What follows belongs to an exercise in optimizing a design on an open flow for small area; a production flow would make more cautious choices. Only simulation tests tie the RTL to the original design; equivalence was not proved. Power figures rest on the tool's default switching activity, not on a simulated workload.

$ cat flow/run.sh
#!/bin/bash
# Standard layout, with an area-oriented abc script in synthesis and the
# smallest buffer on the ports.
set -euo pipefail
W=$PWD
export FLOW_SYNTH_TCL=$W/synth_recipe.tcl
export AREA_ABC_SCRIPT=$W/flow/area.abc
export BUFFER_PORTS_ARGS="-buffer_cell sky130_fd_sc_hd__buf_1"
export CTS_ARGS="-sink_clustering_enable -repair_clock_nets -buf_list sky130_fd_sc_hd__clkbuf_8 -dont_use_dummy_load -sink_clustering_size 40 -sink_clustering_max_diameter 300 -sink_buffer_max_cap_derate 1.0"
bash standard.sh SYNTH_SCRIPT=$W/flow/synth_area.tcl synth > synth.log 2>&1
bash standard.sh SYNTH_SCRIPT=$W/flow/synth_area.tcl finish > layout.log 2>&1
$ cat flow/area.abc
strash
&get -n
&st
&deepsyn -T 60
&dch -f
&nf -R 1000 -p -a
&put
strash
&get -n
&st
&dch -f
&nf -R 1000 -p -a
&put
$ cat flow/synth_area.tcl
# The standard flow's synthesis script, with abc run on an area-oriented script instead of
# ORFS's speed script. Registers are mapped before abc, so they are unchanged.
proc abc {args} {
  set i [lsearch $args -script]
  if { $i >= 0 } {
    set args [lreplace $args $i [expr {$i + 1}] -script $::env(AREA_ABC_SCRIPT)]
  }
  puts "abc with area script: $args"
  yosys abc {*}$args
}
source $::env(FLOW_SYNTH_TCL)
$ cat standard.sh
#!/bin/bash
# synth_recipe.tcl (not shown) runs the flow's synth.tcl, then flattens the netlist and writes it again
# the make line also repeats each setting of config.mk as NAME=value (left out here)
make -C /OpenROAD-flow-scripts/flow DESIGN_CONFIG=/design/flow/config.mk WORK_HOME=/design/flow/orfs CLKGATE_MAP_FILE= SYNTH_SCRIPT=/design/flow/synth_recipe.tcl "${@:-finish}"
$ cat config.mk
export PLATFORM = sky130hd
export DESIGN_NAME = uart_frame_trx
export DESIGN_NICKNAME = uart_frame_trx
export VERILOG_FILES = /design/flow/design.v
export SDC_FILE = /design/flow/constraint.sdc
export NUM_CORES = 4
export LEC_CHECK = 0
export CAP_MARGIN = 20
export CORE_MARGIN = 2
export CORE_UTILIZATION = 40
export CTS_BUF_LIST = sky130_fd_sc_hd__clkbuf_8
export SLEW_MARGIN = 20
$ cat constraint.sdc
create_clock -name core_clock -period 10.0 [get_ports {clk}]
set_input_delay 2.0000 -clock core_clock [delete_from_list [all_inputs] [get_ports {clk}]]
set_output_delay 2.0000 -clock core_clock [all_outputs]
set_load 0.01 [all_outputs]
$ cat design.v
`timescale 1ns/1ps
module uart_frame_trx(
  input         clk,
  input         rst_n,
  input  [1:0]  mode,
  input         isHigh,
  input  [31:0] datain,
  input  [31:0] extra_data,
  input  [31:0] one_more_data,
  output        tx,
  output        tx_busy,
  input         rx,
  output [16:0] freq_out,
  output [16:0] amp_out,
  output        frame_error,
  output        frame_sig,
  output [3:0]  led
);
reg  [7:0] k;
reg        started;    
reg  [4:0] st;         
reg  [7:0] dout;       
wire take = (k == 8'd251);
wire m11 = mode[0] & mode[1];
wire m1x = mode[0] ^ mode[1];
reg [7:0] nbyte;
always @* begin
  case (st[3:0])
    4'd0:  nbyte = 8'd80;
    4'd1:  nbyte = m11 ? (isHigh ? 8'd51 : 8'd52) : (isHigh ? 8'd49 : 8'd50);
    4'd2:  nbyte = datain[31:24];
    4'd3:  nbyte = datain[23:16];
    4'd4:  nbyte = datain[15:8];
    4'd5:  nbyte = datain[7:0];
    4'd6:  nbyte = m11 ? extra_data[31:24] : 8'd13;
    4'd7:  nbyte = m11 ? extra_data[23:16] : 8'd10;
    4'd8:  nbyte = extra_data[15:8];
    4'd9:  nbyte = extra_data[7:0];
    4'd10: nbyte = one_more_data[31:24];
    4'd11: nbyte = one_more_data[23:16];
    4'd12: nbyte = one_more_data[15:8];
    4'd13: nbyte = one_more_data[7:0];
    4'd14: nbyte = 8'd13;
    default: nbyte = 8'd10;
  endcase
end
always @(posedge clk or negedge rst_n) begin
  if (!rst_n) begin
    k <= 8'd252;
    started <= 1'b0;
    st <= 5'd0;
    dout <= 8'd0;
  end else begin
    k <= (k == 8'd254) ? 8'd0 : k + 8'd1;
    if (take) begin
      started <= 1'b1;
      if (m11) begin
        if (!st[4]) dout <= nbyte;
        st <= (st == 5'd15) ? 5'd0 : st + 5'd1;
      end else if (m1x) begin
        if (st[4:3] == 2'b00) dout <= nbyte;
        st <= (st == 5'd7) ? 5'd0 : st + 5'd1;
      end
    end
  end
end
reg txb;
always @* begin
  case (k[7:4])
    4'd0: txb = 1'b0;
    4'd1: txb = dout[0];
    4'd2: txb = dout[1];
    4'd3: txb = dout[2];
    4'd4: txb = dout[3];
    4'd5: txb = dout[4];
    4'd6: txb = dout[5];
    4'd7: txb = dout[6];
    4'd8: txb = dout[7];
    4'd9: txb = ^dout;
    default: txb = 1'b1;
  endcase
end
assign tx      = started ? txb : (k != 8'd252);
assign tx_busy = started & (k < 8'd168);
localparam [7:0] R_145  = 8'd145;
localparam [7:0] R_146  = 8'd146;
localparam [7:0] R_NEW  = 8'd147;
localparam [7:0] R_IDLE = 8'd148;
localparam [7:0] P_145  = 8'd153;
localparam [7:0] P_146  = 8'd154;
localparam [7:0] P_IDLE = 8'd156;
reg       rxbuf;
reg [7:0] rc;
wire       fall   = rxbuf & ~rx;
wire       sample = ~rc[7] & (rc[3:0] == 4'd15);
wire [2:0] bi     = rc[6:4];                                        
wire       win9   = (rc[7:3] == 5'b10000) | (rc == 8'd136);         
wire       win4   = (rc[7:2] == 6'b100000);                         
wire       clr    = (rc[7:3] == 5'b11111);                          
wire       step   = sample | win9;
wire       proc   = (rc == R_146) | (rc == P_146) | (rc == R_NEW);
always @(posedge clk or negedge rst_n) begin
  if (!rst_n) begin
    rxbuf <= 1'b1;
    rc <= R_IDLE;
  end else begin
    rxbuf <= rx;
    case (rc)
      8'd144:  rc <= fall ? P_145 : R_145;
      R_145:   rc <= fall ? P_146 : R_146;
      P_145:   rc <= R_NEW;
      R_146:   rc <= fall ? P_IDLE : R_IDLE;
      R_IDLE:  rc <= fall ? P_IDLE : R_IDLE;
      P_146:   rc <= 8'd247;
      P_IDLE:  rc <= 8'd247;
      R_NEW:   rc <= 8'd248;
      default: rc <= rc + 8'd1;
    endcase
  end
end
reg  [3:0]  fs;
reg         fsig, ferr, led2, led3;
reg  [11:0] acc_a;     
reg  [16:0] acc_f;     
reg  [16:0] fout;
reg  [11:0] aout;
reg  m;
wire expbit = fs[3] ? (fs[0] ? ((bi == 3'd0) | (bi == 3'd2) | (bi == 3'd3))
                             : ((bi == 3'd1) | (bi == 3'd3)))
                    : ((bi == 3'd4) | (bi == 3'd6));
always @(posedge clk)
  if (sample) m <= ((bi == 3'd0) | m) & (rx ~^ expbit);
reg  h1, h2, h3;       
reg  ca, cb;           
reg  bw;               
wire amp_dig  = (fs == 4'd1) | (fs == 4'd2);
wire freq_dig = (fs == 4'd5) | (fs == 4'd6) | (fs == 4'd7) | (fs == 4'd8);
wire first    = (fs == 4'd1) | (fs == 4'd5);
wire obit     = ~first & (amp_dig ? acc_a[0] : acc_f[0]);
wire c48      = (bi[2:1] == 2'b10);
wire dbit     = sample & (rx ^ c48 ^ bw);
wire bw_n     = (~rx & (c48 | bw)) | (c48 & bw);
wire s1       = h1 ^ h3 ^ dbit;
wire k1       = (h1 & h3) | (h1 & dbit) | (h3 & dbit);
wire sbit     = s1 ^ ca ^ cb;
wire k2       = (s1 & ca) | (s1 & cb) | (ca & cb);
always @(posedge clk) begin
  if (step | clr) begin
    h1 <= ~clr & obit;
    h2 <= ~clr & h1;
    h3 <= ~clr & h2;
    ca <= ~clr & k1;
    cb <= ~clr & k2;
    bw <= ~clr & bw_n;
  end
  if (amp_dig & (sample | win4)) acc_a <= {sbit, acc_a[11:1]};
  if (freq_dig & step)           acc_f <= {sbit, acc_f[16:1]};
end
wire cr_ok = (fs == 4'd11) & m;
wire lf_ok = (fs == 4'd12) & m;
always @(posedge clk or negedge rst_n) begin
  if (!rst_n) begin
    fs <= 4'd0;
    fsig <= 1'b0;
    ferr <= 1'b0;
    led2 <= 1'b1;
    led3 <= 1'b1;
    fout <= 17'd100;
    aout <= 12'd20;
  end else begin
    fsig <= proc & (cr_ok | lf_ok);
    if (proc) begin
      if (fs == 4'd0) begin
        if (m) fs <= 4'd1;
      end else if (fs == 4'd11) begin
        if (cr_ok) begin
          led2 <= 1'b0;
          fs <= 4'd12;
        end else begin
          ferr <= 1'b1;
          fs <= 4'd0;
        end
      end else if (fs == 4'd12) begin
        if (lf_ok) begin
          led3 <= 1'b0;
          fout <= acc_f;
          aout <= acc_a;
        end else
          ferr <= 1'b1;
        fs <= 4'd0;
      end else
        fs <= fs + 4'd1;
    end
  end
end
assign freq_out    = fout;
assign amp_out     = {5'd0, aout};
assign frame_error = ferr;
assign frame_sig   = fsig;
assign led         = {led3, led2, 2'b10};
endmodule
==> results.cfg, run 1 <==
[sta]
timing.hold.ws_ns = 0.436
drv_slew = 0
post-route-min-period_ns = 4.17
final_hold_viol_count = 0
finalCritPeriodShare_pct = 41.7
clock.fmax_mhz = 240
worstMarginPinSlew_ns = 0.993
setup_tns_ns = 0
skew_ns = 0.0254
slew_headroom_pct = 33.7
setup_violations = 0
grt_setup_unrepaired = false

[pwr]
p_leak_nw = 2.41
power_density_nw_per_um2 = 111
peakVddDrop_v = 0.0000559

[worst_hold_path]
min_path_cells = 0
holdPathEnd = acc_f[15]$_DFFE_PP_
hold_class = flop to flop
worstHoldStart = acc_f[16]$_DFFE_PP_

[yosys]
synth_area_leaders = dfrtp_1 24%, edfxtp_1 21%, dfstp_2 8.6%, mux2_1 6.3%, ha_1 4.3%
synth.distinct_cells = 47
yosysSeqAreaShare_pct = 53.7
synth-seq-cells = 104
synth_warnings = 1
yosysTopAreaCellShare_pct = 24.4
synth_area_leader_cell = dfrtp_1
syn_avg_cell_area_um2 = 11.2
netlist_area_um2 = 5220
synth_edf_count = 36
synthArstFlopShare_pct = 65.4
netlist_instances = 466
ys.flop_type = dfrtp_1

[setup_path]
arrival_ns = 4.24
worstPathBufferInverterCount = 3
crit_type = input port to flop
ff2ff_setup_slack_ns = 7.20
max_stage_delay_ns = 0.49
cp_cell_sequence = buf_1 -> clkinv_1 -> fa_1 -> or3_1 -> fa_1 -> clkinv_1 -> fa_1 -> nor2b_1
end_kind = flop
crit_fanout = 5
r2r-end = cb$_DFFE_PP_
required_ns = 10.07
r2r_cells = 7
crit_family = adder cells
timing.rr.start = rc[6]$_DFF_PN0_
start_kind = input port
crit_start = rx
crit_top_cell = fa_1
slowest_stage = fa_1

[clock_tree]
h-tree-depth = 3
ctsHoldBuffers = 0
clkTransAtPathRegs_ns = 0.09
cts.path.max_buffers = 2
post-cts-setup-buffers = 0
ctsResizeCount = 0
cts_tree = done
cts.sinks = 104
cts-root-buf = clkbuf_8
clock_latency_ns = 0.36
cts_buffers = 9

[drt]
drc = 0
via_per_inst = 5.37
ant_nets = 0
wire_per_inst_um = 16.6
firstDrtPassIters = 5
vias = 4201
dr.first_iter.drc_count = 353
wl_um = 13000

[floorplan]
die_x_um = 118
start_util_pct = 41.2
coreArea_um2 = 12700
dieArea_um2 = 14000
ios = 144
fp.dieH_um = 118
num_rows = 41

[global_routing]
grt_util_all_layers_pct = 19.2
grt_max_degree = 69
grt_pass1_wl_um = 21400
grt.overflow.total = 0
grt_antenna_before_repair = 0
grt_pass1_vias = 4317

[run_status]
status = complete, no violations

[place]
place_hpwl_um = 9930
dpl_cell_area_um2 = 5940
io_buffers = 136
finalWeightedCongestion = 0.861
dp.cells = 774

[layout]
fillCellCount = 1266
post-route-util_pct = 47.8
final_cells = 783
drive_gt1_share_pct = 5.40
fin_nets = 736
syn_to_final_growth_pct = 16.1
finalInstanceArea_um2 = 6060
diodes = 0

[job]
maxCapViolations = 0
## registers in the layout (all words and copies together) (netlist names), 4 cells and up
signal and count:
acc_a 12, acc_f 17, aout 12, dout 8
fout 17, fs 4, k 8, rc 8
st 5
## cell families (layout without fill, tap and decap cells)
group	count (synthesis)	count (layout)	synth area share (%)
AND/OR/NAND/NOR	146	146	13.7
AO/OA/AOI/OAI	113	113	14.4
flip-flops	104	104	53.7
buffers and inverters	33	173	3.02
multiplexers	30	30	6.68
adder cells (fa/ha/maj)	21	21	5.46
XOR/XNOR	17	17	2.85
other	2	7	0.144
## layer usage
layer | share of wire (%) | vias to the layer above | track usage (%)
met4 | 3.9 | 0 | 10.9
met1 | 42 | 1996 | 23.4
met5 | 0 | - | 0
li1 | - | 2004 | -
met2 | 48 | 175 | 32.1
met3 | 5.9 | 26 | 3.14
## cell usage after synthesis (all sizes together), types with 10 or more instances
cell / instances
nand2: 41
nand3: 21
mux2: 29
xnor2: 10
dfstp: 17
a32oi: 10
edfxtp: 36
a31oi: 11
ha: 18
dfrtp: 51
nor3: 10
nor2: 28
clkinv: 24
nor2b: 11
o21ai: 30
a21oi: 22
## cell usage in the layout (no fill, tap or decap), types with 4 or more instances in the layout
cell type and count:
conb_1 7, nor2b_1 11, nand3_1 21, a31oi_1 11, a32oi_1 10, xnor2_1 10
nand4_1 4, nor3_1 10, a22oi_1 8, edfxtp_1 36, xor2_1 7, dfrtp_1 51
o21ai_0 30, nor2_1 28, and3_1 7, nand2_1 41, mux2_1 29, ha_1 18
nand2b_1 7, clkbuf_8 9, buf_4 4, and2_0 6, o22ai_1 5, a21oi_1 22
buf_1 135, dfstp_2 17, a222oi_1 6, clkinv_1 24
## worst max path at each step
stage,slack (ns),endpoint,cells after the start
floorplan,5.85,cb$_DFFE_PP_,7
global placement,5.51,cb$_DFFE_PP_,8
detailed placement,5.45,cb$_DFFE_PP_,8
CTS,5.82,cb$_DFFE_PP_,8
global route,5.72,cb$_DFFE_PP_,8
finish,5.83,cb$_DFFE_PP_,8
## power by group
| group | total [W] | internal (W) | leakage, nW | switching (W) |
|---|---|---|---|---|
| Sequential | 0.000439 | 0.000439 | 1.18 | 0.0000000696 |
| Clock | 0.000204 | 0.0000811 | 0.0647 | 0.000123 |
| Combinational | 0.0000297 | 0.0000119 | 1.17 | 0.0000178 |
| Total | 0.000673 | 0.000532 | 2.41 | 0.000141 |
## through the flow
stage                     power, W  setup WS, ns
after floorplan           0.000455          5.85
after global placement    0.000477          5.51
after detailed placement  0.000478          5.45
after CTS                 0.000682          5.82
after global routing      0.000703          5.72
final                     0.000673          5.83
## area by class of cell
type	instances	area, um^2	share of cell area, %
timing repair buffer	140	542	8.94
inverter	24	90.1	1.49
multi-input combinational	334	2290	37.7
sequential	104	2800	46.3
tap	172	215	3.55
clock buffer	9	124	2.04
## worst reg2reg max path, stage by stage, from the launching register on
cell	delay, ns
dfrtp_1	0.49
nor2b_1	0.21
fa_1	0.42
or3_1	0.37
fa_1	0.49
clkinv_1	0.07
fa_1	0.35
nor2b_1	0.14
==> inputs of run 2 (changes only) <==
==> flow/run.sh (replaced) <==
#!/bin/bash
# Standard layout, with an area-oriented abc script in synthesis and the
# smallest buffer on the ports.
set -euo pipefail
W=$PWD
export FLOW_SYNTH_TCL=$W/synth_recipe.tcl
export AREA_ABC_SCRIPT=$W/flow/area.abc
export BUFFER_PORTS_ARGS="-buffer_cell sky130_fd_sc_hd__buf_1"
export CTS_ARGS="-sink_clustering_enable -repair_clock_nets -root_buf sky130_fd_sc_hd__clkbuf_8 -buf_list sky130_fd_sc_hd__clkbuf_4 -dont_use_dummy_load"
bash standard.sh SYNTH_SCRIPT=$W/flow/synth_area.tcl synth > synth.log 2>&1
bash standard.sh SYNTH_SCRIPT=$W/flow/synth_area.tcl finish > layout.log 2>&1
==> results.cfg, run 2 <==
[yosys]
yosysSeqAreaShare_pct = 53.7
synth_area_leader_cell = dfrtp_1
synthArstFlopShare_pct = 65.4
synth_area_leaders = dfrtp_1 24%, edfxtp_1 21%, dfstp_2 8.6%, mux2_1 6.3%, ha_1 4.3%
netlist_area_um2 = 5220
synth_warnings = 1
syn_avg_cell_area_um2 = 11.2
ys.flop_type = dfrtp_1
yosysTopAreaCellShare_pct = 24.4
synthTopCellsByCount = 51 x dfrtp_1, 41 x nand2_1, 36 x edfxtp_1, 30 x o21ai_0, 29 x mux2_1
yosysMostFrequentCell = dfrtp_1
netlist_instances = 466
synth_edf_count = 36
synth.distinct_cells = 47
synth-seq-cells = 104

[floorplan]
fp.dieH_um = 118
coreArea_um2 = 12700
ios = 144
num_rows = 41
start_util_pct = 41.2
dieArea_um2 = 14000
die_x_um = 118

[clock_tree]
clock_latency_ns = 0.36
cts-root-buf = clkbuf_8
cts_buffers = 9
cts.path.max_buffers = 2
ctsHoldBuffers = 0
cts.sinks = 104
post-cts-setup-buffers = 0
clkTransAtPathRegs_ns = 0.09
ctsResizeCount = 0
h-tree-depth = 3
cts_tree = done

[layout]
drive_gt1_share_pct = 5.40
syn_to_final_growth_pct = 16.1
largest_registers = acc_f (17), fout (17)
final_cell_mix = 135 x buf_1, 51 x dfrtp_1, 41 x nand2_1
diodes = 0
fin_nets = 736
final_common_cell = buf_1

[setup_path]
crit_family = adder cells
ff2ff_setup_slack_ns = 7.20
worstPathBufferInverterCount = 3
timing.rr.start = rc[6]$_DFF_PN0_
arrival_ns = 4.24
slowest_stage = fa_1
required_ns = 10.07
crit_type = input port to flop
end_kind = flop
crit_fanout = 5
crit_top_cell = fa_1
start_kind = input port
max_stage_delay_ns = 0.49
crit_start = rx
cp_cell_sequence = buf_1 -> clkinv_1 -> fa_1 -> or3_1 -> fa_1 -> clkinv_1 -> fa_1 -> nor2b_1

[drt]
vias = 4201
dr.first_iter.drc_count = 353
ant_nets = 0
wire_per_inst_um = 16.6
wl_um = 13000
firstDrtPassIters = 5
drc = 0
via_per_inst = 5.37

[place]
io_buffers = 136
place_hpwl_um = 9930
post-place-ws_ns = 5.45
finalWeightedCongestion = 0.861

[sta]
skew_ns = 0.0254
worstMarginPinSlew_ns = 0.993
clock.fmax_mhz = 240
finalCritPeriodShare_pct = 41.7
grt_setup_unrepaired = false
slew_headroom_pct = 33.7
post-route-min-period_ns = 4.17
drv_slew = 0
setup_tns_ns = 0
setup_violations = 0
final_hold_viol_count = 0
setup_slack_ns = 5.83

[global_routing]
grt.overflow.total = 0
grt_antenna_before_repair = 0
grt_pass1_vias = 4317
grt_max_degree = 69
grt_pass1_wl_um = 21400
grt_util_all_layers_pct = 19.2

[pwr]
combPwrFrac_pct = 4.4
sequentialPowerShare_pct = 65.2
p_sw_w = 0.000141
p_clk_share_pct = 30.3
sw_frac_of_total_pct = 20.9
peakVddDrop_v = 0.0000559
power_density_nw_per_um2 = 111
p_leak_nw = 2.41
p_int_w = 0.000532

[run_status]
status = complete, no violations

[job]
maxCapViolations = 0

[worst_hold_path]
hold_class = flop to flop
worstHoldStart = acc_f[16]$_DFFE_PP_
[run 2: metrics by stage]
step / cell area [um^2] / cells / hold slack [ns] / power (W) / utilization, %
5_1_grt: 6060 / 783 / 0.465 / 0.000703 / 47.8
3_5_place_dp: 5940 / 774 / 0.433 / 0.000478 / 46.9
4_1_cts: 6060 / 783 / 0.441 / 0.000682 / 47.8
3_3_place_gp: 5940 / 774 / 0.425 / 0.000477 / 46.9
6_report: 6060 / 783 / 0.436 / 0.000673 / 47.8
2_1_floorplan: 5240 / 471 / 0.419 / 0.000455 / -
[run 2: cell families (layout without fill, tap and decap cells)]
group / after synthesis / in the layout / share of synthesized area, %
xor+xnor: 17 / 17 / 2.85
fa+ha+maj: 21 / 21 / 5.46
simple gates: 146 / 146 / 13.7
compound gates: 113 / 113 / 14.4
flops: 104 / 104 / 53.7
mux: 30 / 30 / 6.68
buf+inv: 33 / 173 / 3.02
other cells: 2 / 7 / 0.144
[run 2: layout make-up]
cell class,instances,area (um^2)
Multi-Input combinational cell,334,2290
Sequential cell,104,2800
Clock buffer,9,124
Inverter,24,90.1
Tap cell,172,215
Fill cell,1266,6610
Timing Repair Buffer,140,542
[run 2: routing by layer]
metal	global-route usage, %	vias up	part of all wire, %
met5	0	-	0
met4	10.9	0	3.9
met3	3.14	26	5.9
met2	32.1	175	48
met1	23.4	1996	42
li1	-	2004	-
[run 2: worst reg2reg max path: stages (launching register included)]
cell and delay, ns:
dfrtp_1 0.49, nor2b_1 0.21, fa_1 0.42, or3_1 0.37, fa_1 0.49, clkinv_1 0.07
fa_1 0.35, nor2b_1 0.14
[run 2: path summary, 6_finish.rpt]
path / end / cells after the start
max: cb$_DFFE_PP_ / 8
min: acc_f[15]$_DFFE_PP_ / 0
max reg2reg: cb$_DFFE_PP_ / 7
min reg2reg: acc_f[15]$_DFFE_PP_ / 0
max in group asynchronous: rc[5]$_DFF_PN0_ / 2
min in group asynchronous: fout[8]$_DFFE_PN0P_ / 2
[run 2: power groups by stage]
| stage | sequential, W | combinational (W) | clock, W |
|---|---|---|---|
| finish | 0.000439 | 0.0000297 | 0.000204 |
| global placement | 0.000447 | 0.0000301 | 0 |
| CTS | 0.000439 | 0.0000303 | 0.000213 |
| global route | 0.000439 | 0.0000338 | 0.000231 |
| detailed placement | 0.000447 | 0.0000302 | 0 |
| floorplan | 0.000447 | 0.00000787 | 0 |
==> inputs of run 3 (changes only) <==
==> flow/run.sh (replaced) <==
#!/bin/bash
# Standard layout, with an area-oriented abc script in synthesis and the
# smallest buffer on the ports.
set -euo pipefail
W=$PWD
export FLOW_SYNTH_TCL=$W/synth_recipe.tcl
export AREA_ABC_SCRIPT=$W/flow/area.abc
export BUFFER_PORTS_ARGS="-buffer_cell sky130_fd_sc_hd__buf_1"
export CTS_ARGS="-sink_clustering_enable -repair_clock_nets -buf_list sky130_fd_sc_hd__clkbuf_8 -dont_use_dummy_load"
bash standard.sh SYNTH_SCRIPT=$W/flow/synth_area.tcl synth > synth.log 2>&1
bash standard.sh SYNTH_SCRIPT=$W/flow/synth_area.tcl finish > layout.log 2>&1
--- a/config.mk
+++ b/config.mk
@@ -9,4 +9,5 @@
 export CORE_MARGIN = 2
 export CORE_UTILIZATION = 40
 export CTS_BUF_LIST = sky130_fd_sc_hd__clkbuf_8
+export GPL_TIMING_DRIVEN = 0
 export SLEW_MARGIN = 20
==> results.cfg, run 3 <==
[sta]
finalCritPeriodShare_pct = 41.8
timing.hold.ws_ns = 0.441
clock.fmax_mhz = 239
worstMarginPinSlew_ns = 0.956
final_hold_viol_count = 0
post-route-min-period_ns = 4.18
grt_setup_unrepaired = false
setup_tns_ns = 0
slew_headroom_pct = 36.1
setup_violations = 0
drv_slew = 0
skew_ns = 0.0244

[yosys]
synth_warnings = 1
syn_avg_cell_area_um2 = 11.2
synth.distinct_cells = 47
netlist_area_um2 = 5220
yosysTopAreaCellShare_pct = 24.4
synth_edf_count = 36
synthTopCellsByCount = 51 x dfrtp_1, 41 x nand2_1, 36 x edfxtp_1, 30 x o21ai_0, 29 x mux2_1
yosysSeqAreaShare_pct = 53.7
ys.flop_type = dfrtp_1
synth_area_leaders = dfrtp_1 24%, edfxtp_1 21%, dfstp_2 8.6%, mux2_1 6.3%, ha_1 4.3%
synth-seq-cells = 104
netlist_instances = 466
synth_area_leader_cell = dfrtp_1
yosysMostFrequentCell = dfrtp_1
synthArstFlopShare_pct = 65.4

[global_routing]
grt_util_all_layers_pct = 19.5
grt_pass1_wl_um = 21800
grt_pass1_vias = 4335
grt_max_degree = 32
grt_antenna_before_repair = 0
grt.overflow.total = 0

[clock_tree]
cts.path.max_buffers = 2
ctsResizeCount = 0
clock_latency_ns = 0.36
h-tree-depth = 3
cts-root-buf = clkbuf_8
clkTransAtPathRegs_ns = 0.09
cts_tree = done
ctsHoldBuffers = 0
cts_buffers = 9
post-cts-setup-buffers = 0
cts.sinks = 104

[drt]
via_per_inst = 5.37
wl_um = 13200
ant_nets = 0
vias = 4259
drc = 0
wire_per_inst_um = 16.7
dr.first_iter.drc_count = 322
firstDrtPassIters = 5

[run_status]
status = complete, no violations

[worst_hold_path]
hold_class = flop to flop
worstHoldStart = acc_f[11]$_DFFE_PP_

[setup_path]
arrival_ns = 4.27
end_kind = flop
crit_start = rx
timing.rr.start = rc[6]$_DFF_PN0_
required_ns = 10.08
crit_fanout = 5
crit_type = input port to flop
start_kind = input port
ff2ff_setup_slack_ns = 7.20

[floorplan]
coreArea_um2 = 12700
start_util_pct = 41.2
ios = 144
die_x_um = 118
fp.dieH_um = 118
dieArea_um2 = 14000
num_rows = 41

[layout]
finalInstanceArea_um2 = 6190
drive_gt1_share_pct = 7.25
largest_registers = acc_f (17), fout (17)
final_common_cell = buf_1
fin_nets = 746
post-route-util_pct = 48.8
multiInputGateArea_um2 = 2290
fillCellCount = 1245
syn_to_final_growth_pct = 18.5
diodes = 0
regArea_um2 = 2800
final_cell_mix = 135 x buf_1, 51 x dfrtp_1, 41 x nand2_1

[pwr]
peakVddDrop_v = 0.0000535
total_power_w = 0.000674
power_density_nw_per_um2 = 109
p_leak_nw = 2.48

[place]
dpl_cell_area_um2 = 6070
io_buffers = 136
finalWeightedCongestion = 0.877
place_hpwl_um = 10400

[job]
maxCapViolations = 0
-- run 3: changes by cell type in the layout (fill, tap and decap cells not counted), sizes merged --
cell	previous run	this run
buf	140	150
-- run 3: stage by stage --
stage,worst slack [ns],cells
after floorplan,5.85,471
after global routing,5.68,793
final,5.82,793
after CTS,5.80,793
after global placement,4.40,779
after detailed placement,5.44,784
-- run 3: area by class of cell --
type	instances	area share [%]
Timing Repair Buffer	141	9.60
Clock buffer	9	2.00
Tap cell	172	3.48
Buffer	9	1.09
Sequential cell	104	45.3
Inverter	24	1.46
Multi-Input combinational cell	334	37.1
-- run 3: path summary, 6_finish.rpt --
path / to / cells past startpoint
worst max-delay path: cb$_DFFE_PP_ / 8
worst min-delay path: acc_f[10]$_DFFE_PP_ / 0
worst max register to register: cb$_DFFE_PP_ / 7
worst min register to register: acc_f[10]$_DFFE_PP_ / 0
max in group asynchronous: k[5]$_DFF_PN1_ / 2
min in group asynchronous: fout[0]$_DFFE_PN0P_ / 1
-- run 3: kinds of logic (layout without fill, tap and decap cells) --
kind of cell    Yosys count  count (layout)  synth area share (%)
buf+inv                  33             183                  3.02
other cells               2               7                 0.144
compound gates          113             113                  14.4
flops                   104             104                  53.7
simple gates            146             146                  13.7
xor+xnor                 17              17                  2.85
fa+ha+maj                21              21                  5.46
mux                      30              30                  6.68
-- run 3: worst max-delay path, cell delays in order --
cell,delay [ns]
buf_1,0.21
clkinv_1,0.14
fa_1,0.49
or3_1,0.38
fa_1,0.49
clkinv_1,0.08
fa_1,0.35
nor2b_1,0.13
-- run 3: power by group --
part           internal [W]  switching [W]  leakage [nW]
logic             0.0000149      0.0000188          1.24
registers          0.000439   0.0000000536          1.18
clock network     0.0000811       0.000121        0.0647
total              0.000535       0.000140          2.48
-- run 3: layer usage --
metal  track usage, %  up-vias  wire, um
li1                 -     2026         -
met1             23.3     2030      5470
met2             32.8      173      6340
met3             3.67       30       836
met4             11.4        0       580
met5                0        -         0
==> inputs of run 4 (changes only) <==
--- a/config.mk
+++ b/config.mk
@@ -9,5 +9,4 @@
 export CORE_MARGIN = 2
 export CORE_UTILIZATION = 40
 export CTS_BUF_LIST = sky130_fd_sc_hd__clkbuf_8
-export GPL_TIMING_DRIVEN = 0
 export SLEW_MARGIN = 20
==> results.cfg, run 4 <==
[yosys]
synth-seq-cells = 104
synthTopCellsByCount = 51 x dfrtp_1, 41 x nand2_1, 36 x edfxtp_1, 30 x o21ai_0, 29 x mux2_1
netlist_area_um2 = 5220
syn_avg_cell_area_um2 = 11.2
synth.distinct_cells = 47
synth_area_leader_cell = dfrtp_1
netlist_instances = 466
synth_warnings = 1
synthArstFlopShare_pct = 65.4
synth_area_leaders = dfrtp_1 24%, edfxtp_1 21%, dfstp_2 8.6%, mux2_1 6.3%, ha_1 4.3%
ys.flop_type = dfrtp_1
yosysMostFrequentCell = dfrtp_1
synth_edf_count = 36
yosysTopAreaCellShare_pct = 24.4
yosysSeqAreaShare_pct = 53.7

[clock_tree]
ctsHoldBuffers = 0
cts_tree = done
cts.sinks = 104
clock_latency_ns = 0.36
h-tree-depth = 3
post-cts-setup-buffers = 0
cts_buffers = 9
clkTransAtPathRegs_ns = 0.09
ctsResizeCount = 0
cts-root-buf = clkbuf_8
cts.path.max_buffers = 2

[worst_hold_path]
min_path_cells = 0
hold_class = flop to flop

[setup_path]
crit_start = rx
timing.rr.start = rc[6]$_DFF_PN0_
worstSetupEndpoint = cb$_DFFE_PP_
r2r-end = cb$_DFFE_PP_
required_ns = 10.07
start_kind = input port
crit_fanout = 5
end_kind = flop
crit_type = input port to flop
r2r_cells = 7
ff2ff_setup_slack_ns = 7.20
arrival_ns = 4.24

[floorplan]
fp.dieH_um = 118
dieArea_um2 = 14000
num_rows = 41
start_util_pct = 41.2
ios = 144
coreArea_um2 = 12700
die_x_um = 118

[global_routing]
grt_antenna_before_repair = 0
grtUsageMet3_pct = 3.14
grt_util_all_layers_pct = 19.2
busiest_layer = met2
grt_max_degree = 69
grt.overflow.total = 0
grt_pass1_wl_um = 21400
grt_pass1_vias = 4317
grtUsageMet2_pct = 32.1
use_met1_pct = 23.4

[sta]
timing.hold.ws_ns = 0.436
grt_setup_unrepaired = false
setup_tns_ns = 0
setup_violations = 0
finalCritPeriodShare_pct = 41.7
slew_headroom_pct = 33.7
skew_ns = 0.0254
post-route-min-period_ns = 4.17
drv_slew = 0
clock.fmax_mhz = 240
worstMarginPinSlew_ns = 0.993
final_hold_viol_count = 0

[pwr]
peakVddDrop_v = 0.0000559
p_clk_share_pct = 30.3
p_leak_nw = 2.41
sequentialPowerShare_pct = 65.2
sw_frac_of_total_pct = 20.9
power_density_nw_per_um2 = 111
p_int_w = 0.000532
p_sw_w = 0.000141
combPwrFrac_pct = 4.4

[drt]
vias = 4201
via_per_inst = 5.37
drc = 0
firstDrtPassIters = 5
wire_per_inst_um = 16.6
ant_nets = 0
wl_um = 13000
dr.first_iter.drc_count = 353

[place]
place_hpwl_um = 9930
finalWeightedCongestion = 0.861
io_buffers = 136
dp.cells = 774

[layout]
final_cell_mix = 135 x buf_1, 51 x dfrtp_1, 41 x nand2_1
post-route-util_pct = 47.8
syn_to_final_growth_pct = 16.1
final_common_cell = buf_1
diodes = 0
final_cells = 783
drive_gt1_share_pct = 5.40
largest_registers = acc_f (17), fout (17)
fin_nets = 736
fillCellCount = 1266

[job]
maxCapViolations = 0

[run_status]
status = complete, no violations
[run 4: changes by cell type in the layout (fill, tap and decap cells not counted), sizes merged]
cell	previous run	this run
buf	150	140
[run 4: critical path, cell delays in order]
cell      delay, ns
buf_1          0.20
clkinv_1       0.15
fa_1           0.48
or3_1          0.37
fa_1           0.49
clkinv_1       0.07
fa_1           0.35
nor2b_1        0.14
[run 4: stage by stage]
| stage | total power (W) | setup WS, ns | area, um^2 |
|---|---|---|---|
| floorplan | 0.000455 | 5.85 | 5240 |
| global placement | 0.000477 | 5.51 | 5940 |
| detailed placement | 0.000478 | 5.45 | 5940 |
| CTS | 0.000682 | 5.82 | 6060 |
| global route | 0.000703 | 5.72 | 6060 |
| finish | 0.000673 | 5.83 | 6060 |
[run 4: kinds of logic after synthesis]
logic type      share of synthesized area (%)
simple gates                             13.7
compound gates                           14.4
flops                                    53.7
buf+inv                                  3.02
mux                                      6.68
fa+ha+maj                                5.46
xor+xnor                                 2.85
other cells                             0.144
[run 4: worst min path at each step]
stage	from	to	slack, ns
floorplan	acc_a[1]$_DFFE_PP_	acc_a[0]$_DFFE_PP_	0.42
global placement	acc_a[10]$_DFFE_PP_	acc_a[9]$_DFFE_PP_	0.42
detailed placement	acc_f[16]$_DFFE_PP_	acc_f[15]$_DFFE_PP_	0.43
CTS	acc_f[16]$_DFFE_PP_	acc_f[15]$_DFFE_PP_	0.44
global route	acc_a[11]$_DFFE_PP_	acc_a[10]$_DFFE_PP_	0.47
finish	acc_f[16]$_DFFE_PP_	acc_f[15]$_DFFE_PP_	0.44
[run 4: area by class of cell]
type	count	area, um^2	share of cell area [%]
Inverter	24	90.1	1.49
Timing Repair Buffer	140	542	8.94
Multi-Input combinational cell	334	2290	37.7
Tap cell	172	215	3.55
Clock buffer	9	124	2.04
Sequential cell	104	2800	46.3
[run 4: layer usage]
layer  vias up  wire [um]
met5         -          0
met1      1996       5460
met2       175       6230
met4         0        507
met3        26        768
li1       2004          -
[run 4: power groups by stage]
stage	clock network [W]	registers, W	logic (W)
floorplan	0	0.000447	0.00000787
global placement	0	0.000447	0.0000301
detailed placement	0	0.000447	0.0000302
CTS	0.000213	0.000439	0.0000303
global route	0.000231	0.000439	0.0000338
finish	0.000204	0.000439	0.0000297
==> inputs of run 5 (changes only) <==
==> flow/run.sh (replaced) <==
#!/bin/bash
# Standard layout, with an area-oriented abc script in synthesis (adders
# left to abc rather than mapped to half/full-adder cells first) and the
# smallest buffer on the ports.
set -euo pipefail
W=$PWD
export FLOW_SYNTH_TCL=$W/synth_recipe.tcl
export AREA_ABC_SCRIPT=$W/flow/area.abc
export BUFFER_PORTS_ARGS="-buffer_cell sky130_fd_sc_hd__buf_1"
export CTS_ARGS="-sink_clustering_enable -repair_clock_nets -buf_list sky130_fd_sc_hd__clkbuf_8 -dont_use_dummy_load"
bash standard.sh SYNTH_SCRIPT=$W/flow/synth_area.tcl ADDER_MAP_FILE= synth > synth.log 2>&1
bash standard.sh SYNTH_SCRIPT=$W/flow/synth_area.tcl ADDER_MAP_FILE= finish > layout.log 2>&1
==> results.cfg, run 5 <==
[run_status]
status = complete, no violations

[setup_path]
crit_type = flop to primary output
start_kind = flop
end_kind = primary output
required_ns = 8.00
arrival_ns = 2.20
crit_fanout = 3

[layout]
final_common_cell = buf_1
diodes = 0
drive_gt1_share_pct = 5.83
regArea_um2 = 2800
final_cell_mix = 135 x buf_1, 51 x dfrtp_1, 46 x nor2_1
multiInputGateArea_um2 = 2020
final_cells = 730
largest_registers = acc_f (17), fout (17)
fillCellCount = 1183
post-route-util_pct = 47.7
syn_to_final_growth_pct = 16.8
fin_nets = 687

[clock_tree]
post-cts-setup-buffers = 0
cts_buffers = 9
cts-root-buf = clkbuf_8
h-tree-depth = 3
ctsResizeCount = 0
cts_tree = done
cts.path.max_buffers = 2
cts.sinks = 104
clkTransAtPathRegs_ns = 0.10
clock_latency_ns = 0.38
ctsHoldBuffers = 0

[yosys]
synth_warnings = 1
netlist_instances = 436
syn_avg_cell_area_um2 = 11.2
synth-seq-cells = 104
synthArstFlopShare_pct = 65.4
synth_edf_count = 36
ys.flop_type = dfrtp_1
netlist_area_um2 = 4890
synth_area_leaders = dfrtp_1 26%, edfxtp_1 22%, dfstp_2 9.1%, mux2_1 7.4%, nor2_1 3.5%
synth.distinct_cells = 44
yosysTopAreaCellShare_pct = 26.1
yosysMostFrequentCell = dfrtp_1
synthTopCellsByCount = 51 x dfrtp_1, 46 x nor2_1, 39 x nand2_1, 36 x edfxtp_1, 32 x mux2_1
synth_area_leader_cell = dfrtp_1
yosysSeqAreaShare_pct = 57.4

[drt]
wl_met3_um = 790
firstDrtPassIters = 5
dr.first_iter.drc_count = 340
drc = 0
routed-wl-met2_um = 5910
via_per_inst = 5.53
top_layer = met4
wire_per_inst_um = 16.6
ant_nets = 0
wl_met1_um = 4980
vias = 4039
wl_um = 12100

[pwr]
peakVddDrop_v = 0.0000589
power_density_nw_per_um2 = 117
p_clk_share_pct = 30.2
sw_frac_of_total_pct = 20.6
combPwrFrac_pct = 4.1
p_int_w = 0.000530
sequentialPowerShare_pct = 65.7
p_leak_nw = 2.24
p_sw_w = 0.000138

[floorplan]
dieArea_um2 = 13100
die_x_um = 115
num_rows = 40
fp.dieH_um = 115
coreArea_um2 = 12000
ios = 144
start_util_pct = 40.9

[sta]
timing.hold.ws_ns = 0.436
finalCritPeriodShare_pct = 42.0
slew_headroom_pct = 37.4
worstMarginPinSlew_ns = 0.932
post-route-min-period_ns = 4.20
setup_slack_ns = 5.80
setup_tns_ns = 0
setup_violations = 0
clock.fmax_mhz = 238
grt_setup_unrepaired = false
skew_ns = 0.0337
final_hold_viol_count = 0
drv_slew = 0

[worst_hold_path]
hold_class = flop to flop

[job]
maxCapViolations = 0

[global_routing]
grt.overflow.total = 0
grt_antenna_before_repair = 0
grt_pass1_wl_um = 19200
grt_max_degree = 69
grt_util_all_layers_pct = 19.1
grt_pass1_vias = 3940

[place]
post-place-ws_ns = 6.18
finalWeightedCongestion = 0.928
place_hpwl_um = 9370
io_buffers = 136
dp.cells = 721
## run 5: power groups by stage
stage | Combinational (W) | Clock, W | Sequential (W)
finish | 0.0000276 | 0.000201 | 0.000439
global route | 0.0000307 | 0.000228 | 0.000439
CTS | 0.0000282 | 0.000212 | 0.000439
detailed placement | 0.0000280 | 0 | 0.000447
global placement | 0.0000284 | 0 | 0.000447
floorplan | 0.00000591 | 0 | 0.000447
## run 5: metal layers
metal | GRT usage (%) | vias to the layer above
met3 | 4.13 | 31
met5 | 0 | -
met1 | 22.1 | 1902
li1 | - | 1911
met4 | 10.7 | 0
met2 | 32.7 | 195
## run 5: logic make-up (layout without fill, tap and decap cells)
kind of cell,after synthesis,count (layout),share of synthesized area (%)
other,2,7,0.154
flip-flops,104,104,57.4
adder cells (fa/ha/maj),1,1,0.205
AO/OA/AOI/OAI,104,104,14.1
multiplexers,33,33,7.58
AND/OR/NAND/NOR,159,159,15.5
buffers and inverters,14,156,1.77
XOR/XNOR,19,19,3.40
## run 5: critical path, stage by stage, from the launching register on
cell and delay (ns):
dfrtp_1 0.41, xor2_1 0.18, xnor2_1 0.19, o21ai_0 0.11, a21oi_1 0.16, xor2_1 0.09
a2111oi_0 0.45, a31oi_1 0.11, buf_1 0.15
## run 5: final timing paths
| kind | from | end | slack, ns | depth (start not counted) |
|---|---|---|---|---|
| worst max-delay path | dout[2]$_DFFE_PN0P_ | tx | 5.80 | 8 |
| worst min-delay path | acc_a[11]$_DFFE_PP_ | acc_a[10]$_DFFE_PP_ | 0.44 | 0 |
| worst max register to register | rc[4]$_DFF_PN1_ | aout[0]$_DFFE_PN0P_ | 7.04 | 8 |
| worst min register to register | acc_a[11]$_DFFE_PP_ | acc_a[10]$_DFFE_PP_ | 0.44 | 0 |
| max in group asynchronous | rst_n | rc[6]$_DFF_PN0_ | 7.57 | 2 |
| min in group asynchronous | rst_n | fout[4]$_DFFE_PN0P_ | 1.82 | 2 |
## run 5: cell type report
cell class	instances	share of cell area [%]
flip-flops and latches	104	49.1
well taps	147	3.22
clock buffers	9	2.17
repair buffers	142	9.75
multi-input cells	323	35.4
inverters	5	0.329
## run 5: metrics by stage
stage          power [W]  instance area (um^2)
5_1_grt         0.000698                  5710
2_1_floorplan   0.000453                  4910
4_1_cts         0.000678                  5710
3_5_place_dp    0.000475                  5590
6_report        0.000668                  5710
3_3_place_gp    0.000476                  5590
==> inputs of run 6 (changes only) <==
==> flow/area.abc (replaced) <==
strash
&get -n
&st
&deepsyn -T 60
&put
dch -f
amap -m -F 8 -A 16 -C 1000
==> results.cfg, run 6 <==
[yosys]
syn_avg_cell_area_um2 = 10.8
muxShareOfSynthArea_pct = 0
yosys.area_share.adder_pct = 0
ys.flop_type = dfrtp_1
synthSimpleGateAreaFrac_pct = 12.0
synthXorXnorAreaFrac_pct = 0.183
synth-seq-cells = 104
synthArstFlopShare_pct = 65.4
yosysSeqAreaShare_pct = 58.7
netlist_instances = 443
synth_warnings = 1
yosysTopAreaCellShare_pct = 26.7
synth_area_leader_cell = dfrtp_1
netlist_area_um2 = 4780
synth_area_leaders = dfrtp_1 27%, edfxtp_1 23%, dfstp_2 9.4%, o22a_1 5.7%, nor2_1 5.0%
synth_compound_area_share_pct = 24.1
yosysMostFrequentCell = nor2_1
synth_edf_count = 36
synthTopCellsByCount = 63 x nor2_1, 51 x dfrtp_1, 44 x clkinv_1, 36 x edfxtp_1, 31 x o22a_1
synth.distinct_cells = 41
synth_top_family_by_area = compound AO/OA/AOI/OAI gates

[worst_hold_path]
hold_class = flop to flop
min_path_cells = 0

[setup_path]
r2r_cells = 7
start_kind = flop
path_depth = 9
crit_fanout = 3
crit_family = compound AO/OA/AOI/OAI gates
crit_top_cell = o21ai_0
slowest_stage = dfrtp_1
arrival_ns = 2.08
cp_cell_sequence = clkinv_1 -> o22ai_1 -> o21ai_0 -> a21oi_1 -> o21ai_0 -> xor2_1 -> o221a_1 -> a31oi_1 -> buf_1
max_stage_delay_ns = 0.38
worstPathBufferInverterCount = 2
required_ns = 8.00
end_kind = primary output
crit_type = flop to primary output

[job]
maxCapViolations = 0

[sta]
drv_slew = 0
setup_violations = 0
post-route-min-period_ns = 4.08
grt_setup_unrepaired = false
setup_slack_ns = 5.92
skew_ns = 0.0327
worstMarginPinSlew_ns = 0.880
final_hold_viol_count = 0
setup_tns_ns = 0
clock.fmax_mhz = 245
finalCritPeriodShare_pct = 40.8
slew_headroom_pct = 41.3

[drt]
drc = 0
wl_um = 12500
ant_nets = 0
vias = 4154
firstDrtPassIters = 5
via_per_inst = 5.67
wire_per_inst_um = 17.1
dr.first_iter.drc_count = 387

[place]
place_hpwl_um = 9490
finalWeightedCongestion = 0.936
dp.cells = 723
post-place-ws_ns = 6.27
io_buffers = 136

[layout]
final_cells = 732
syn_to_final_growth_pct = 17.1
final_common_cell = buf_1
diodes = 0
drive_gt1_share_pct = 5.77
fin_nets = 693
final_cell_mix = 135 x buf_1, 63 x nor2_1, 51 x dfrtp_1
largest_registers = acc_f (17), fout (17)
post-route-util_pct = 48.6

[floorplan]
fp.dieH_um = 113
start_util_pct = 41.5
ios = 144
num_rows = 39
dieArea_um2 = 12800
die_x_um = 113
coreArea_um2 = 11500

[clock_tree]
cts.sinks = 104
ctsResizeCount = 0
clock_latency_ns = 0.37
cts_buffers = 9
ctsHoldBuffers = 0
clkTransAtPathRegs_ns = 0.11
cts_tree = done
post-cts-setup-buffers = 0
cts-root-buf = clkbuf_8
h-tree-depth = 3
cts.path.max_buffers = 2

[pwr]
p_leak_nw = 2.02
power_density_nw_per_um2 = 120
peakVddDrop_v = 0.0000507

[global_routing]
grt_util_all_layers_pct = 20.0
grt_pass1_wl_um = 20300
grt_antenna_before_repair = 0
grt_max_degree = 69
grt.overflow.total = 0
grt_pass1_vias = 4141

[run_status]
status = complete, no violations
==> run 6: layout make-up <==
type                       count  area [um^2]
clock buffer                   9          124
fill                        1107         5920
inverter                      44          165
multi-input combinational    291         1770
sequential                   104         2800
tap                          143          179
timing repair buffer         141          549
==> run 6: cells by family (layout without fill, tap and decap cells) <==
group / Yosys count / in the layout
buf+inv: 53 / 194
simple gates: 130 / 130
other cells: 2 / 7
flops: 104 / 104
xor+xnor: 1 / 1
compound gates: 153 / 153
==> run 6: metrics by stage <==
| step | instance area, um^2 | hold WS (ns) | total power [W] |
|---|---|---|---|
| floorplan | 4800 | 0.427 | 0.000455 |
| global placement | 5460 | 0.431 | 0.000477 |
| detailed placement | 5460 | 0.442 | 0.000477 |
| CTS | 5590 | 0.451 | 0.000684 |
| global route | 5590 | 0.475 | 0.000704 |
| finish | 5590 | 0.448 | 0.000674 |
==> run 6: worst reg2reg max path, stage by stage (launching register included) <==
cell and delay, ns:
dfstp_2 0.57, nand2_1 0.09, nor4_1 0.45, o211ai_1 0.35, nor4_2 0.30, buf_4 0.38, clkinv_1 0.78, o22a_1 0.42
==> run 6: path summary, 6_finish.rpt <==
path | startpoint | end | slack, ns
max in group asynchronous | rst_n | fout[16]$_DFFE_PN0P_ | 7.59
hold / removal | acc_f[9]$_DFFE_PP_ | acc_f[8]$_DFFE_PP_ | 0.45
min in group asynchronous | rst_n | fout[3]$_DFFE_PN0P_ | 1.85
hold reg to reg | acc_f[9]$_DFFE_PP_ | acc_f[8]$_DFFE_PP_ | 0.45
setup / recovery | dout[3]$_DFFE_PN0P_ | tx | 5.92
setup reg to reg | rc[4]$_DFF_PN1_ | fout[0]$_DFFE_PN0P_ | 6.56
==> run 6: report_power, final <==
group          leakage, nW  switching (W)  internal, W
sequential            1.16   0.0000000710     0.000439
clock               0.0647       0.000125    0.0000811
combinational        0.801      0.0000179    0.0000116
total                 2.02       0.000143     0.000531
==> run 6: metal layers <==
layer / global-route usage, % / up-vias / routed length [um]
li1: - / 1968 / -
met1: 24.2 / 1963 / 5190
met2: 34.3 / 195 / 6140
met3: 4.02 / 28 / 740
met4: 9.51 / 0 / 432
met5: 0 / - / 0
==> inputs of run 7 (changes only) <==
==> flow/area.abc (replaced) <==
strash
&get -n
&st
&deepsyn -T 60
&put
dch -f
amap -m -F 4 -A 8
--- a/config.mk
+++ b/config.mk
@@ -7,6 +7,6 @@
 export LEC_CHECK = 0
 export CAP_MARGIN = 20
 export CORE_MARGIN = 2
-export CORE_UTILIZATION = 40
+export CORE_UTILIZATION = 65
 export CTS_BUF_LIST = sky130_fd_sc_hd__clkbuf_8
 export SLEW_MARGIN = 20
==> results.cfg, run 7 <==
[run_status]
status = complete, no violations

[clock_tree]
clkTransAtPathRegs_ns = 0.10
ctsResizeCount = 0
post-cts-setup-buffers = 0
h-tree-depth = 3
cts_buffers = 9
clock_latency_ns = 0.35
cts-root-buf = clkbuf_8
cts.sinks = 104
cts.path.max_buffers = 2
cts_tree = done
ctsHoldBuffers = 0

[drt]
via_per_inst = 6.22
wire_per_inst_um = 17.8
drc = 0
vias = 4289
ant_nets = 0
wl_um = 12300
firstDrtPassIters = 9
dr.first_iter.drc_count = 429

[pwr]
sequentialPowerShare_pct = 65.3
combPwrFrac_pct = 4.4
power_density_nw_per_um2 = 121
p_clk_share_pct = 30.3
sw_frac_of_total_pct = 20.9
peakVddDrop_v = 0.0000782
p_sw_w = 0.000140
p_int_w = 0.000532
total_power_w = 0.000672
p_leak_nw = 2.04

[layout]
largest_registers = acc_f (17), fout (17)
drive_gt1_share_pct = 5.59
final_cells = 689
fillCellCount = 489
final_common_cell = buf_1
final_cell_mix = 135 x buf_1, 68 x nor2_1, 51 x dfrtp_1
fin_nets = 694
syn_to_final_growth_pct = 15.8
regArea_um2 = 2800
diodes = 0
multiInputGateArea_um2 = 1780
post-route-util_pct = 77.1

[setup_path]
cp_cell_sequence = clkinv_1 -> nor2_1 -> a21oi_1 -> nor2_1 -> a21oi_1 -> a21oi_1 -> o21ai_0 -> xor2_1 -> o221a_1 -> a31oi_1 -> buf_1
crit_top_cell = a21oi_1
start_kind = flop
arrival_ns = 2.12
max_stage_delay_ns = 0.33
crit_fanout = 4
slowest_stage = dfrtp_1
end_kind = primary output
required_ns = 8.00
crit_type = flop to primary output

[yosys]
synth.distinct_cells = 42
synthArstFlopShare_pct = 65.4
ys.flop_type = dfrtp_1
yosysTopAreaCellShare_pct = 26.7
synthTopCellsByCount = 68 x nor2_1, 51 x dfrtp_1, 43 x clkinv_1, 36 x edfxtp_1, 35 x o22a_1
syn_avg_cell_area_um2 = 10.7
yosysMostFrequentCell = nor2_1
yosysSeqAreaShare_pct = 58.7
synth-seq-cells = 104
synth_edf_count = 36
netlist_area_um2 = 4780
synth_area_leader_cell = dfrtp_1
netlist_instances = 445
synth_area_leaders = dfrtp_1 27%, edfxtp_1 23%, dfstp_2 9.3%, o22a_1 6.4%, nor2_1 5.3%
synth_warnings = 1

[global_routing]
grt_util_all_layers_pct = 31.5
grt.overflow.total = 0
busiest_layer = met2
grtUsageMet2_pct = 51.8
use_met1_pct = 43.3
grtUsageMet3_pct = 6.37
grt_max_degree = 69
grt_pass1_vias = 4174
grt_antenna_before_repair = 0
grt_pass1_wl_um = 20300

[floorplan]
start_util_pct = 66.6
dieArea_um2 = 8060
ios = 144
coreArea_um2 = 7180
fp.dieH_um = 89.8
num_rows = 31
die_x_um = 89.8

[sta]
setup_violations = 0
worstMarginPinSlew_ns = 0.976
grt_setup_unrepaired = false
finalCritPeriodShare_pct = 41.2
clock.fmax_mhz = 243
timing.hold.ws_ns = 0.450
post-route-min-period_ns = 4.12
skew_ns = 0.0214
slew_headroom_pct = 34.5
drv_slew = 0
setup_tns_ns = 0
final_hold_viol_count = 0

[place]
finalWeightedCongestion = 0.991
dp.cells = 680
place_hpwl_um = 9170
io_buffers = 136

[worst_hold_path]
hold_class = flop to flop

[job]
maxCapViolations = 0
## run 7: worst paths after layout
path                                startpoint             endpoint  slack, ns  depth (start not counted)
setup / recovery           dout[0]$_DFFE_PN0P_                   tx       5.88                         11
hold / removal              acc_f[5]$_DFFE_PP_   acc_f[4]$_DFFE_PP_       0.45                          0
setup reg to reg               rc[7]$_DFF_PN1_  aout[7]$_DFFE_PN0P_       6.48                          7
hold reg to reg             acc_f[5]$_DFFE_PP_   acc_f[4]$_DFFE_PP_       0.45                          0
max in group asynchronous                rst_n    st[2]$_DFFE_PN0P_       7.61                          2
min in group asynchronous                rst_n    fs[0]$_DFFE_PN0P_       1.83                          2
## run 7: power by group through the flow
stage	combinational [W]	clock, W	sequential (W)
2_1_floorplan	0.00000745	0	0.000447
3_3_place_gp	0.0000285	0	0.000447
3_5_place_dp	0.0000292	0	0.000447
4_1_cts	0.0000292	0.000205	0.000439
5_1_grt	0.0000328	0.000226	0.000439
6_report	0.0000295	0.000204	0.000439
## run 7: through the flow
step                cell area, um^2  setup slack, ns
global route                   5530             5.68
floorplan                      4800             4.37
CTS                            5530             5.85
finish                         5530             5.88
global placement               5400             6.04
detailed placement             5400             5.93
## run 7: per-layer routing
metal / wire (um) / part of all wire, %
met5: 0 / 0
met4: 274 / 2.2
met3: 999 / 8.1
met2: 6040 / 49
met1: 4960 / 40
## run 7: worst max-delay path: cells and delay by family, from the launching register on
kind | cells | cell delay (ns)
buffers and inverters | 2 | 0.28
and+or+nand+nor | 2 | 0.23
AOI/OAI and AO/OA | 6 | 0.81
DFF | 1 | 0.33
xor gates and xnor gates | 1 | 0.16
## run 7: logic make-up after synthesis
kind of cell	synth area share, %
AO/OA/AOI/OAI	23.5
AND/OR/NAND/NOR	12.5
flip-flops	58.7
buffers and inverters	4.79
XOR/XNOR	0.367
other	0.157
## run 7: layout make-up
cell class | instances | area share (%)
inverters | 43 | 2.92
well taps | 99 | 2.24
multi-input cells | 294 | 32.1
flip-flops and latches | 104 | 50.7
repair buffers | 140 | 9.79
clock buffers | 9 | 2.24
==> inputs of run 8 (changes only) <==
--- a/config.mk
+++ b/config.mk
@@ -7,6 +7,6 @@
 export LEC_CHECK = 0
 export CAP_MARGIN = 20
 export CORE_MARGIN = 2
-export CORE_UTILIZATION = 65
+export CORE_UTILIZATION = 40
 export CTS_BUF_LIST = sky130_fd_sc_hd__clkbuf_8
 export SLEW_MARGIN = 20
==> results.cfg, run 8 <==
[run_status]
status = complete, no violations

[sta]
skew_ns = 0.0319
clock.fmax_mhz = 247
setup_tns_ns = 0
final_hold_viol_count = 0
finalCritPeriodShare_pct = 40.6
grt_setup_unrepaired = false
setup_violations = 0
slew_headroom_pct = 32.8
drv_slew = 0
worstMarginPinSlew_ns = 0.998
post-route-min-period_ns = 4.06

[pwr]
total_power_w = 0.000672
peakVddDrop_v = 0.0000630
power_density_nw_per_um2 = 120
p_leak_nw = 2.04

[drt]
wl_um = 12500
dr.first_iter.drc_count = 331
vias = 4164
via_per_inst = 5.67
firstDrtPassIters = 8
ant_nets = 0
drc = 0
wire_per_inst_um = 17.1

[clock_tree]
post-cts-setup-buffers = 0
ctsHoldBuffers = 0
cts_tree = done
cts.sinks = 104
cts-root-buf = clkbuf_8
cts.path.max_buffers = 2
ctsResizeCount = 0
cts_buffers = 9
clkTransAtPathRegs_ns = 0.08
h-tree-depth = 3
clock_latency_ns = 0.36

[yosys]
yosysSeqAreaShare_pct = 58.7
synth.distinct_cells = 42
yosysMostFrequentCell = nor2_1
syn_avg_cell_area_um2 = 10.7
synth-seq-cells = 104
synth_area_leader_cell = dfrtp_1
synthArstFlopShare_pct = 65.4
synthTopCellsByCount = 68 x nor2_1, 51 x dfrtp_1, 43 x clkinv_1, 36 x edfxtp_1, 35 x o22a_1
yosysTopAreaCellShare_pct = 26.7
netlist_instances = 445
netlist_area_um2 = 4780
synth_warnings = 1
synth_area_leaders = dfrtp_1 27%, edfxtp_1 23%, dfstp_2 9.3%, o22a_1 6.4%, nor2_1 5.3%
ys.flop_type = dfrtp_1
synth_edf_count = 36

[setup_path]
start_kind = flop
end_kind = primary output
arrival_ns = 2.06
cp_cell_sequence = clkinv_1 -> nor2_1 -> a21oi_1 -> nor2_1 -> a21oi_1 -> a21oi_1 -> o21ai_0 -> xor2_1 -> o221a_1 -> a31oi_1 -> buf_1
worstPathBufferInverterCount = 2
crit_top_cell = a21oi_1
ff2ff_setup_slack_ns = 6.50
slowest_stage = dfrtp_1
max_stage_delay_ns = 0.33
r2r-end = fout[15]$_DFFE_PN0P_
r2r_cells = 7
crit_family = compound AO/OA/AOI/OAI gates
timing.rr.start = rc[7]$_DFF_PN1_
required_ns = 8.00
path_depth = 11
crit_type = flop to primary output
crit_fanout = 4
crit_start = dout[0]$_DFFE_PN0P_
worstSetupEndpoint = tx

[layout]
finalInstanceArea_um2 = 5590
fin_nets = 695
drive_gt1_share_pct = 5.58
diodes = 0
fillCellCount = 1060
syn_to_final_growth_pct = 16.9
final_common_cell = buf_1
largest_registers = acc_f (17), fout (17)
final_cell_mix = 135 x buf_1, 68 x nor2_1, 51 x dfrtp_1

[global_routing]
grt_antenna_before_repair = 0
grt_pass1_vias = 4126
grt_pass1_wl_um = 20300
grt.overflow.total = 0
grt_util_all_layers_pct = 20.1
grt_max_degree = 69

[job]
maxCapViolations = 0

[floorplan]
ios = 144
fp.dieH_um = 113
dieArea_um2 = 12800
start_util_pct = 41.5
num_rows = 39
coreArea_um2 = 11500
die_x_um = 113

[place]
dpl_cell_area_um2 = 5470
place_hpwl_um = 9580
io_buffers = 136
finalWeightedCongestion = 0.900

[worst_hold_path]
hold_class = flop to flop
[run 8: cell types whose count changed in the layout (fill, tap and decap cells not counted)]
cell | before | now
buf_4 | 4 | 5
nor4_1 | 2 | 3
nor4_2 | 2 | 1
[run 8: layout make-up]
type	instances	area, um^2	share of cell area (%)
timing repair buffer	141	549	9.83
inverter	43	161	2.89
clock buffer	9	124	2.22
multi-input combinational	294	1770	31.7
tap	143	179	3.20
sequential	104	2800	50.2
[run 8: metal layers]
layer / up-vias / routed length, um / share of wire [%] / GRT usage [%]
met5: - / 0 / 0 / 0
li1: 1983 / - / - / -
met3: 24 / 669 / 5.3 / 2.89
met1: 1970 / 5200 / 42 / 24.4
met2: 187 / 6260 / 50 / 35.4
met4: 0 / 404 / 3.2 / 9.27
[run 8: kinds of logic after synthesis]
group / count (synthesis) / share of synthesized area (%)
AO/OA/AOI/OAI: 150 / 23.5
XOR/XNOR: 2 / 0.367
buffers and inverters: 52 / 4.79
flip-flops: 104 / 58.7
other: 2 / 0.157
AND/OR/NAND/NOR: 135 / 12.5
[run 8: how the worst min path moves through the flow]
stage / cells past startpoint / start / end
after global placement: 0 / acc_f[6]$_DFFE_PP_ / acc_f[5]$_DFFE_PP_
final: 0 / acc_a[11]$_DFFE_PP_ / acc_a[10]$_DFFE_PP_
after global routing: 0 / acc_a[11]$_DFFE_PP_ / acc_a[10]$_DFFE_PP_
after floorplan: 1 / k[0]$_DFF_PN0_ / k[0]$_DFF_PN0_
after CTS: 0 / acc_a[11]$_DFFE_PP_ / acc_a[10]$_DFFE_PP_
after detailed placement: 0 / acc_a[11]$_DFFE_PP_ / acc_a[10]$_DFFE_PP_
[run 8: power breakdown]
part	switching [W]	internal (W)	total (W)
Combinational	0.0000173	0.0000116	0.0000289
Sequential	0.0000000651	0.000439	0.000439
Clock	0.000123	0.0000812	0.000204
[run 8: through the flow]
stage	hold WS (ns)	utilization [%]	std cells	worst slack (ns)
2_1_floorplan	0.427	-	450	4.37
3_3_place_gp	0.431	47.5	725	6.32
3_5_place_dp	0.438	47.5	725	6.31
4_1_cts	0.449	48.5	734	5.92
5_1_grt	0.461	48.5	734	5.67
6_report	0.450	48.5	734	5.94
==> inputs of run 9 (changes only) <==
--- a/config.mk
+++ b/config.mk
@@ -5,8 +5,8 @@
 export SDC_FILE = /design/flow/constraint.sdc
 export NUM_CORES = 4
 export LEC_CHECK = 0
-export CAP_MARGIN = 20
+export CAP_MARGIN = 0
 export CORE_MARGIN = 2
 export CORE_UTILIZATION = 40
 export CTS_BUF_LIST = sky130_fd_sc_hd__clkbuf_8
-export SLEW_MARGIN = 20
+export SLEW_MARGIN = 0
==> results.cfg, run 9 <==
[run_status]
status = complete, no violations

[clock_tree]
cts_tree = done
cts-root-buf = clkbuf_8
post-cts-setup-buffers = 0
clkTransAtPathRegs_ns = 0.08
ctsResizeCount = 0
cts_buffers = 9
cts.path.max_buffers = 2
clock_latency_ns = 0.36
ctsHoldBuffers = 0
cts.sinks = 104
h-tree-depth = 3

[global_routing]
grt_pass1_vias = 4126
use_met1_pct = 24.4
grtUsageMet3_pct = 2.89
grt_max_degree = 69
grt_pass1_wl_um = 20300
grt_antenna_before_repair = 0
busiest_layer = met2
grtUsageMet2_pct = 35.4
grt_util_all_layers_pct = 20.1
grt.overflow.total = 0

[sta]
skew_ns = 0.0319
finalCritPeriodShare_pct = 40.6
final_hold_viol_count = 0
slew_headroom_pct = 32.8
grt_setup_unrepaired = false
setup_tns_ns = 0
drv_slew = 0
post-route-min-period_ns = 4.06
clock.fmax_mhz = 247
worstMarginPinSlew_ns = 0.998
setup_violations = 0

[yosys]
synth-seq-cells = 104
synthArstFlopShare_pct = 65.4
netlist_area_um2 = 4780
yosysTopAreaCellShare_pct = 26.7
syn_avg_cell_area_um2 = 10.7
yosysMostFrequentCell = nor2_1
synth_area_leaders = dfrtp_1 27%, edfxtp_1 23%, dfstp_2 9.3%, o22a_1 6.4%, nor2_1 5.3%
synth_area_leader_cell = dfrtp_1
ys.flop_type = dfrtp_1
yosysSeqAreaShare_pct = 58.7
synth_warnings = 1
synthTopCellsByCount = 68 x nor2_1, 51 x dfrtp_1, 43 x clkinv_1, 36 x edfxtp_1, 35 x o22a_1
netlist_instances = 445
synth_edf_count = 36
synth.distinct_cells = 42

[pwr]
total_power_w = 0.000672
power_density_nw_per_um2 = 120
peakVddDrop_v = 0.0000630
p_leak_nw = 2.04

[layout]
fin_nets = 695
drive_gt1_share_pct = 5.58
final_cell_mix = 135 x buf_1, 68 x nor2_1, 51 x dfrtp_1
largest_registers = acc_f (17), fout (17)
diodes = 0
final_common_cell = buf_1
syn_to_final_growth_pct = 16.9

[floorplan]
start_util_pct = 41.5
ios = 144
num_rows = 39
dieArea_um2 = 12800
fp.dieH_um = 113
coreArea_um2 = 11500
die_x_um = 113

[setup_path]
required_ns = 8.00
start_kind = flop
crit_fanout = 4
crit_type = flop to primary output
arrival_ns = 2.06
end_kind = primary output

[drt]
drc = 0
ant_nets = 0
vias = 4164
via_per_inst = 5.67
wl_um = 12500
firstDrtPassIters = 8
dr.first_iter.drc_count = 331
wire_per_inst_um = 17.1

[place]
io_buffers = 136
place_hpwl_um = 9580
finalWeightedCongestion = 0.900

[job]
maxCapViolations = 0

[worst_hold_path]
hold_class = flop to flop
-- run 9: logic make-up (layout without fill, tap and decap cells) --
kind of cell / count (synthesis) / after routing / synth area share, %
AND/OR/NAND/NOR: 135 / 135 / 12.5
XOR/XNOR: 2 / 2 / 0.367
buffers and inverters: 52 / 193 / 4.79
flip-flops: 104 / 104 / 58.7
AO/OA/AOI/OAI: 150 / 150 / 23.5
other: 2 / 7 / 0.157
-- run 9: per-stage QoR --
step           setup WS, ns  hold WS, ns  std cells  util [%]  instance area, um^2
2_1_floorplan          4.37        0.427        450         -                 4800
3_3_place_gp           6.32        0.431        725      47.5                 5470
3_5_place_dp           6.31        0.438        725      47.5                 5470
4_1_cts                5.92        0.449        734      48.5                 5590
5_1_grt                5.67        0.461        734      48.5                 5590
6_report               5.94        0.450        734      48.5                 5590
-- run 9: cell type report --
type	instances	area, um^2
fill	1060	5930
sequential	104	2800
multi-input combinational	294	1770
timing repair buffer	141	549
tap	143	179
inverter	43	161
clock buffer	9	124
-- run 9: final timing paths --
kind	startpoint	to	slack, ns	depth (start not counted)
setup reg to reg	rc[7]$_DFF_PN1_	fout[15]$_DFFE_PN0P_	6.50	7
max in group asynchronous	rst_n	dout[1]$_DFFE_PN0P_	7.58	2
hold / removal	acc_a[11]$_DFFE_PP_	acc_a[10]$_DFFE_PP_	0.45	0
min in group asynchronous	rst_n	aout[7]$_DFFE_PN0P_	1.84	2
hold reg to reg	acc_a[11]$_DFFE_PP_	acc_a[10]$_DFFE_PP_	0.45	0
setup / recovery	dout[0]$_DFFE_PN0P_	tx	5.94	11
-- run 9: critical path, stage by stage (launching register included) --
cell	delay (ns)
dfrtp_1	0.33
clkinv_1	0.10
nor2_1	0.12
a21oi_1	0.05
nor2_1	0.09
a21oi_1	0.06
a21oi_1	0.15
o21ai_0	0.11
xor2_1	0.16
o221a_1	0.23
a31oi_1	0.13
buf_1	0.18
-- run 9: report_power, final --
group | internal [W] | switching (W)
combinational | 0.0000116 | 0.0000173
sequential | 0.000439 | 0.0000000651
clock | 0.0000812 | 0.000123
total | 0.000532 | 0.000140
-- run 9: routing by layer --
metal  wire length (um)  vias to the layer above
li1                   -                     1983
met1               5200                     1970
met2               6260                      187
met3                669                       24
met4                404                        0
met5                  0                        -

## afterwards: timing with drivers on the ports
Ports are ideal in the flow. The routed layouts listed here were re-timed in OpenROAD. Step 1 sets driving cells, clkbuf_16 on the clock port and buf_2 on the other inputs (assumed; they add their load-dependent delay and slew). Step 2 times the ports against the registers' clock, not the clock port: input delays grow and output delays shrink by t, the midpoint of the rising clock arrivals with the driver on. Slacks: ideal ports / drivers / drivers and shift; pairs: ideal ports / drivers.
run	shift t [ns]	setup WS [ns]	worst register clock-pin slew, ns
run 1	0.382	5.834 / 5.831 / 5.449	0.10 / 0.10
run 2	0.382	5.834 / 5.831 / 5.449	0.10 / 0.10
run 3	0.380	5.818 / 5.811 / 5.431	0.10 / 0.10
run 4	0.382	5.834 / 5.831 / 5.449	0.10 / 0.10
run 5	0.389	5.798 / 5.767 / 6.142	0.10 / 0.10
run 6	0.388	5.923 / 5.892 / 6.280	0.11 / 0.11
run 7	0.377	5.879 / 5.845 / 5.907	0.10 / 0.10
run 8	0.380	5.945 / 5.912 / 6.292	0.11 / 0.11
run 9	0.380	5.945 / 5.912 / 6.292	0.11 / 0.11
After both steps setup and hold are still met in every run listed. For run 3, which loses most, drivers alone change the setup slack by -0.007 ns; drivers and shift together by -0.387 ns.
